This design comes from an exercise in tuning for small area, a short achievable clock period and few clock cycles on the open sky130 flow, not from production work.

== job 9581 ==
==> flow/design.v <==
module Add32 #(parameter W = 32) (
    input  logic [W-1:0] a,
    input  logic [W-1:0] b,
    input  logic         cin,
    output logic [W-1:0] s,
    output logic         cout);
    localparam L = $clog2(W);
    logic [W-1:0] p0;
    logic [W-1:0] g [0:L];
    logic [W-1:0] p [0:L];
    always_comb begin
        p0 = a ^ b;
        g[0] = a & b;
        g[0][0] = (a[0] & b[0]) | (p0[0] & cin);
        p[0] = p0;
        for (int l = 0; l < L; l++) begin
            for (int i = 0; i < W; i++) begin
                if ((i >> l) & 1) begin
                    g[l+1][i] = g[l][i] | (p[l][i] & g[l][((i >> l) << l) - 1]);
                    p[l+1][i] = p[l][i] & p[l][((i >> l) << l) - 1];
                end else begin
                    g[l+1][i] = g[l][i];
                    p[l+1][i] = p[l][i];
                end
            end
        end
        s = p0 ^ {g[L][W-2:0], cin};
        cout = g[L][W-1];
    end
endmodule
module Add16 #(parameter W = 16) (
    input  logic [W-1:0] a,
    input  logic [W-1:0] b,
    input  logic         cin,
    output logic [W-1:0] s,
    output logic         cout);
    localparam L = $clog2(W);
    logic [W-1:0] p0;
    logic [W-1:0] g [0:L];
    logic [W-1:0] p [0:L];
    always_comb begin
        p0 = a ^ b;
        g[0] = a & b;
        g[0][0] = (a[0] & b[0]) | (p0[0] & cin);
        p[0] = p0;
        for (int l = 0; l < L; l++) begin
            for (int i = 0; i < W; i++) begin
                if ((i >> l) & 1) begin
                    g[l+1][i] = g[l][i] | (p[l][i] & g[l][((i >> l) << l) - 1]);
                    p[l+1][i] = p[l][i] & p[l][((i >> l) << l) - 1];
                end else begin
                    g[l+1][i] = g[l][i];
                    p[l+1][i] = p[l][i];
                end
            end
        end
        s = p0 ^ {g[L][W-2:0], cin};
        cout = g[L][W-1];
    end
endmodule
module RdMux #(parameter WIDTH = 32) (
    input  logic [7:0]       sel,
    input  logic [WIDTH-1:0] f, r1, r2, r3, r4, r5, r6, r7,
    output logic [WIDTH-1:0] q);
    assign q = (f  & {WIDTH{sel[0]}}) | (r1 & {WIDTH{sel[1]}})
             | (r2 & {WIDTH{sel[2]}}) | (r3 & {WIDTH{sel[3]}})
             | (r4 & {WIDTH{sel[4]}}) | (r5 & {WIDTH{sel[5]}})
             | (r6 & {WIDTH{sel[6]}}) | (r7 & {WIDTH{sel[7]}});
endmodule
module Processor #(parameter WIDTH = 32) (
    input  logic               i_clk,
    input  logic               i_reset,
    input  logic [WIDTH-1:0]   i_ReadData,
    output logic               o_memwrite,
    output logic [WIDTH-1:0]   o_WriteData,
    output logic [WIDTH-1:0]   o_Address);
    logic [31:0] rf [1:7];
    logic [15:0] pc;         
    logic        e_r, e_ld, e_st, e_bq;    
    logic        e_sub, e_and, e_or, e_slt;
    logic [7:1]  e_we;                     
    logic [31:0] opA, opB;
    logic [15:0] e_tgt;                    
    logic       e_mem;                     
    logic [15:0] ea_lo;
    logic        ea_c;
    Add16 add_ea (.a(opA[15:0]), .b(e_tgt), .cin(1'b0), .s(ea_lo), .cout(ea_c));
    wire [15:0] ea_hi1 = opA[31:16] + 16'd1;
    wire [31:0] ea    = {ea_c ? ea_hi1 : opA[31:16], ea_lo};
    wire [31:0] bop   = opB ^ {32{e_sub}};
    logic [31:0] sum;
    logic        sum_c;
    Add32 add_alu (.a(opA), .b(bop), .cin(e_sub), .s(sum), .cout(sum_c));
    logic [31:0] res;
    always_comb begin
        if (e_and)      res = opA & opB;
        else if (e_or)  res = opA | opB;
        else if (e_slt) res = {31'd0, sum[31]};
        else            res = sum;
    end
    wire        e_taken = e_bq & (sum == 32'd0);    
    wire [31:0] ins   = i_ReadData;
    wire [5:0]  op    = ins[31:26];
    wire [5:0]  funct = ins[5:0];
    wire [15:0] imm   = ins[15:0];
    wire        f_v   = ~e_mem & ~e_taken;
    wire        is_r  = (op == 6'h00);
    wire        is_lb = (op == 6'h20);
    wire        is_sb = (op == 6'h28);
    wire        is_bq = (op == 6'h04);
    wire        is_j  = (op == 6'h02);
    wire [2:0]  ra = ins[23:21];
    wire [2:0]  rb = ins[18:16];
    logic [7:0] sel_a, sel_b;
    always_comb begin
        sel_a[0] = 1'b0;
        sel_b[0] = 1'b0;
        for (int i = 1; i < 8; i++) begin
            sel_a[i] = ~e_we[i] & (ra == i[2:0]);
            sel_b[i] = ~e_we[i] & (rb == i[2:0]);
            sel_a[0] = sel_a[0] | (e_we[i] & (ra == i[2:0]));
            sel_b[0] = sel_b[0] | (e_we[i] & (rb == i[2:0]));
        end
    end
    logic [31:0] a, b;
    RdMux rd_a (.sel(sel_a), .f(res), .r1(rf[1]), .r2(rf[2]), .r3(rf[3]), .r4(rf[4]),
                .r5(rf[5]), .r6(rf[6]), .r7(rf[7]), .q(a));
    RdMux rd_b (.sel(sel_b), .f(res), .r1(rf[1]), .r2(rf[2]), .r3(rf[3]), .r4(rf[4]),
                .r5(rf[5]), .r6(rf[6]), .r7(rf[7]), .q(b));
    wire [15:0] pc1 = pc + 16'd1;
    always_ff @(posedge i_clk) begin
        if (i_reset || !f_v) begin
            e_r  <= 1'b0;
            e_ld <= 1'b0;
            e_st <= 1'b0;
            e_bq <= 1'b0;
            e_mem <= 1'b0;
            e_we <= 7'd0;
        end else begin
            e_r  <= is_r;
            e_ld <= is_lb;
            e_st <= is_sb;
            e_bq <= is_bq;
            e_mem <= is_lb | is_sb;
            for (int i = 1; i < 8; i++)
                e_we[i] <= (is_r & ins[13:11] == i[2:0]) | (is_lb & ins[18:16] == i[2:0]);
        end
    end
    always_ff @(posedge i_clk) begin
        e_sub <= is_bq | (is_r & ((funct == 6'h22) | (funct == 6'h2A)));
        e_and <= is_r & (funct == 6'h24);
        e_or  <= is_r & (funct == 6'h25);
        e_slt <= is_r & (funct == 6'h2A);
        opA   <= a;
        opB   <= b;
        e_tgt <= (is_lb | is_sb) ? imm : pc1 + imm;
    end
    always_ff @(posedge i_clk) begin
        if (i_reset)      pc <= 16'd0;
        else if (e_taken) pc <= e_tgt;
        else if (e_mem)   pc <= pc;
        else if (is_j)    pc <= imm;
        else              pc <= pc1;
    end
    wire [31:0] wd = e_ld ? ins : res;
    always_ff @(posedge i_clk) begin
        for (int i = 1; i < 8; i++)
            if (e_we[i]) rf[i] <= wd;
    end
    assign o_memwrite  = e_st;
    assign o_WriteData = opB;
    assign o_Address   = e_mem ? ea : {16'd0, pc};
endmodule
clock: 7.0 ns
lec_check: 0
cap_margin: 20
core_margin: 2
core_utilization: 40
setup_slack_margin: 3.0
slew_margin: 20
synth_hierarchical: 1
synth_minimum_keep_size: 0
run.sh (not shown) runs the stock make flow with config.mk's settings and CLKGATE_MAP_FILE= SYNTH_SCRIPT=/design/flow/synth_recipe.tcl, a recipe that flattens the netlist after the stock synthesis.
#### Input delta (job 4023 over job 9581)
==> flow/design.v, changed modules only <==
module Processor #(parameter WIDTH = 32) (
    input  logic               i_clk,
    input  logic               i_reset,
    input  logic [WIDTH-1:0]   i_ReadData,
    output logic               o_memwrite,
    output logic [WIDTH-1:0]   o_WriteData,
    output logic [WIDTH-1:0]   o_Address);
    logic [31:0] rf [1:7];
    logic [15:0] pc;         
    logic        e_r, e_ld, e_st, e_bq;    
    logic        e_sub, e_and, e_or, e_slt;
    logic [2:0]  e_rd;                     
    logic [31:0] opA, opB;
    logic [15:0] e_tgt;                    
    logic       e_mem;                     
    logic [15:0] ea_lo;
    logic        ea_c;
    Add16 add_ea (.a(opA[15:0]), .b(e_tgt), .cin(1'b0), .s(ea_lo), .cout(ea_c));
    wire [15:0] ea_hi1 = opA[31:16] + 16'd1;
    wire [31:0] ea    = {ea_c ? ea_hi1 : opA[31:16], ea_lo};
    wire [31:0] bop   = opB ^ {32{e_sub}};
    logic [31:0] sum;
    logic        sum_c;
    Add32 add_alu (.a(opA), .b(bop), .cin(e_sub), .s(sum), .cout(sum_c));
    logic [31:0] res;
    always_comb begin
        if (e_and)      res = opA & opB;
        else if (e_or)  res = opA | opB;
        else if (e_slt) res = {31'd0, sum[31]};
        else            res = sum;
    end
    wire        e_taken = e_bq & (sum == 32'd0);    
    wire [31:0] ins   = i_ReadData;
    wire [5:0]  op    = ins[31:26];
    wire [5:0]  funct = ins[5:0];
    wire [15:0] imm   = ins[15:0];
    wire        f_v   = ~e_mem & ~e_taken;
    wire        is_r  = (op == 6'h00);
    wire        is_lb = (op == 6'h20);
    wire        is_sb = (op == 6'h28);
    wire        is_bq = (op == 6'h04);
    wire        is_j  = (op == 6'h02);
    wire [2:0]  ra = ins[23:21];
    wire [2:0]  rb = ins[18:16];
    wire        fwd_ok = e_r & (e_rd != 3'd0);
    wire        fwd_a  = fwd_ok & (ra == e_rd);
    wire        fwd_b  = fwd_ok & (rb == e_rd);
    logic [7:0] sel_a, sel_b;
    always_comb begin
        sel_a[0] = fwd_a;
        sel_b[0] = fwd_b;
        for (int i = 1; i < 8; i++) begin
            sel_a[i] = ~fwd_a & (ra == i[2:0]);
            sel_b[i] = ~fwd_b & (rb == i[2:0]);
        end
    end
    logic [31:0] a, b;
    RdMux rd_a (.sel(sel_a), .f(res), .r1(rf[1]), .r2(rf[2]), .r3(rf[3]), .r4(rf[4]),
                .r5(rf[5]), .r6(rf[6]), .r7(rf[7]), .q(a));
    RdMux rd_b (.sel(sel_b), .f(res), .r1(rf[1]), .r2(rf[2]), .r3(rf[3]), .r4(rf[4]),
                .r5(rf[5]), .r6(rf[6]), .r7(rf[7]), .q(b));
    wire [15:0] pc1 = pc + 16'd1;
    always_ff @(posedge i_clk) begin
        if (i_reset || !f_v) begin
            e_r  <= 1'b0;
            e_ld <= 1'b0;
            e_st <= 1'b0;
            e_bq <= 1'b0;
            e_mem <= 1'b0;
        end else begin
            e_r  <= is_r;
            e_ld <= is_lb;
            e_st <= is_sb;
            e_bq <= is_bq;
            e_mem <= is_lb | is_sb;
        end
    end
    always_ff @(posedge i_clk) begin
        e_sub <= is_bq | (is_r & ((funct == 6'h22) | (funct == 6'h2A)));
        e_and <= is_r & (funct == 6'h24);
        e_or  <= is_r & (funct == 6'h25);
        e_slt <= is_r & (funct == 6'h2A);
        e_rd  <= is_r ? ins[13:11] : ins[18:16];
        opA   <= a;
        opB   <= b;
        e_tgt <= (is_lb | is_sb) ? imm : pc1 + imm;
    end
    always_ff @(posedge i_clk) begin
        if (i_reset)      pc <= 16'd0;
        else if (e_taken) pc <= e_tgt;
        else if (e_mem)   pc <= pc;
        else if (is_j)    pc <= imm;
        else              pc <= pc1;
    end
    wire [31:0] wd = e_ld ? ins : res;
    wire        we = (e_r | e_ld) & (e_rd != 3'd0);
    always_ff @(posedge i_clk) begin
        for (int i = 1; i < 8; i++)
            if (we && e_rd == i[2:0]) rf[i] <= wd;
    end
    assign o_memwrite  = e_st;
    assign o_WriteData = opB;
    assign o_Address   = e_mem ? ea : {16'd0, pc};
endmodule
Results
Worst stage delay on the critical path (job 4023 over job 9581): increase, 0.03 ns. Met1 wire length, job 9581 and job 4023: lower on job 4023. Compared job 9581 against job 4023; required time of the worst setup path within noise. Summary: wire length, job 4023 better than job 9581. | post-synthesis average cell area | job 4023 vs job 9581 | ≈ equal |. Total nets after synthesis in job 4023 is 14 below job 9581. Against job 9581, the final cell area of job 4023 is lower.
Function was not checked in any run of this note: the RTL went through the layout flow alone.

[afterwards: timing with drivers on the ports]
In the flow no input, the clock included, has a driving cell. The finished layouts below were timed again as built, in two steps. Step 1: set_driving_cell puts a clkbuf_16 on i_clk and a buf_2 on each other input, an assumption about the parent block. Step 2, shift: input delay + t, output delay - t, t = (earliest + latest rising clock arrival at the registers) / 2. This alone moves slack from input paths to output paths. a / b / c = ideal / step 1 / step 2; a / b = the first two.
run	t, ns	slack for setup (ns)	worst hold slack (ns)	pins driven straight from the clock port
job 9581	0.593	2.035 / 1.976 / 2.547	0.480 / 0.480 / 0.480	1
job 4023	0.589	2.146 / 2.089 / 2.479	0.483 / 0.483 / 0.483	1
After both steps every run listed still meets setup and hold.
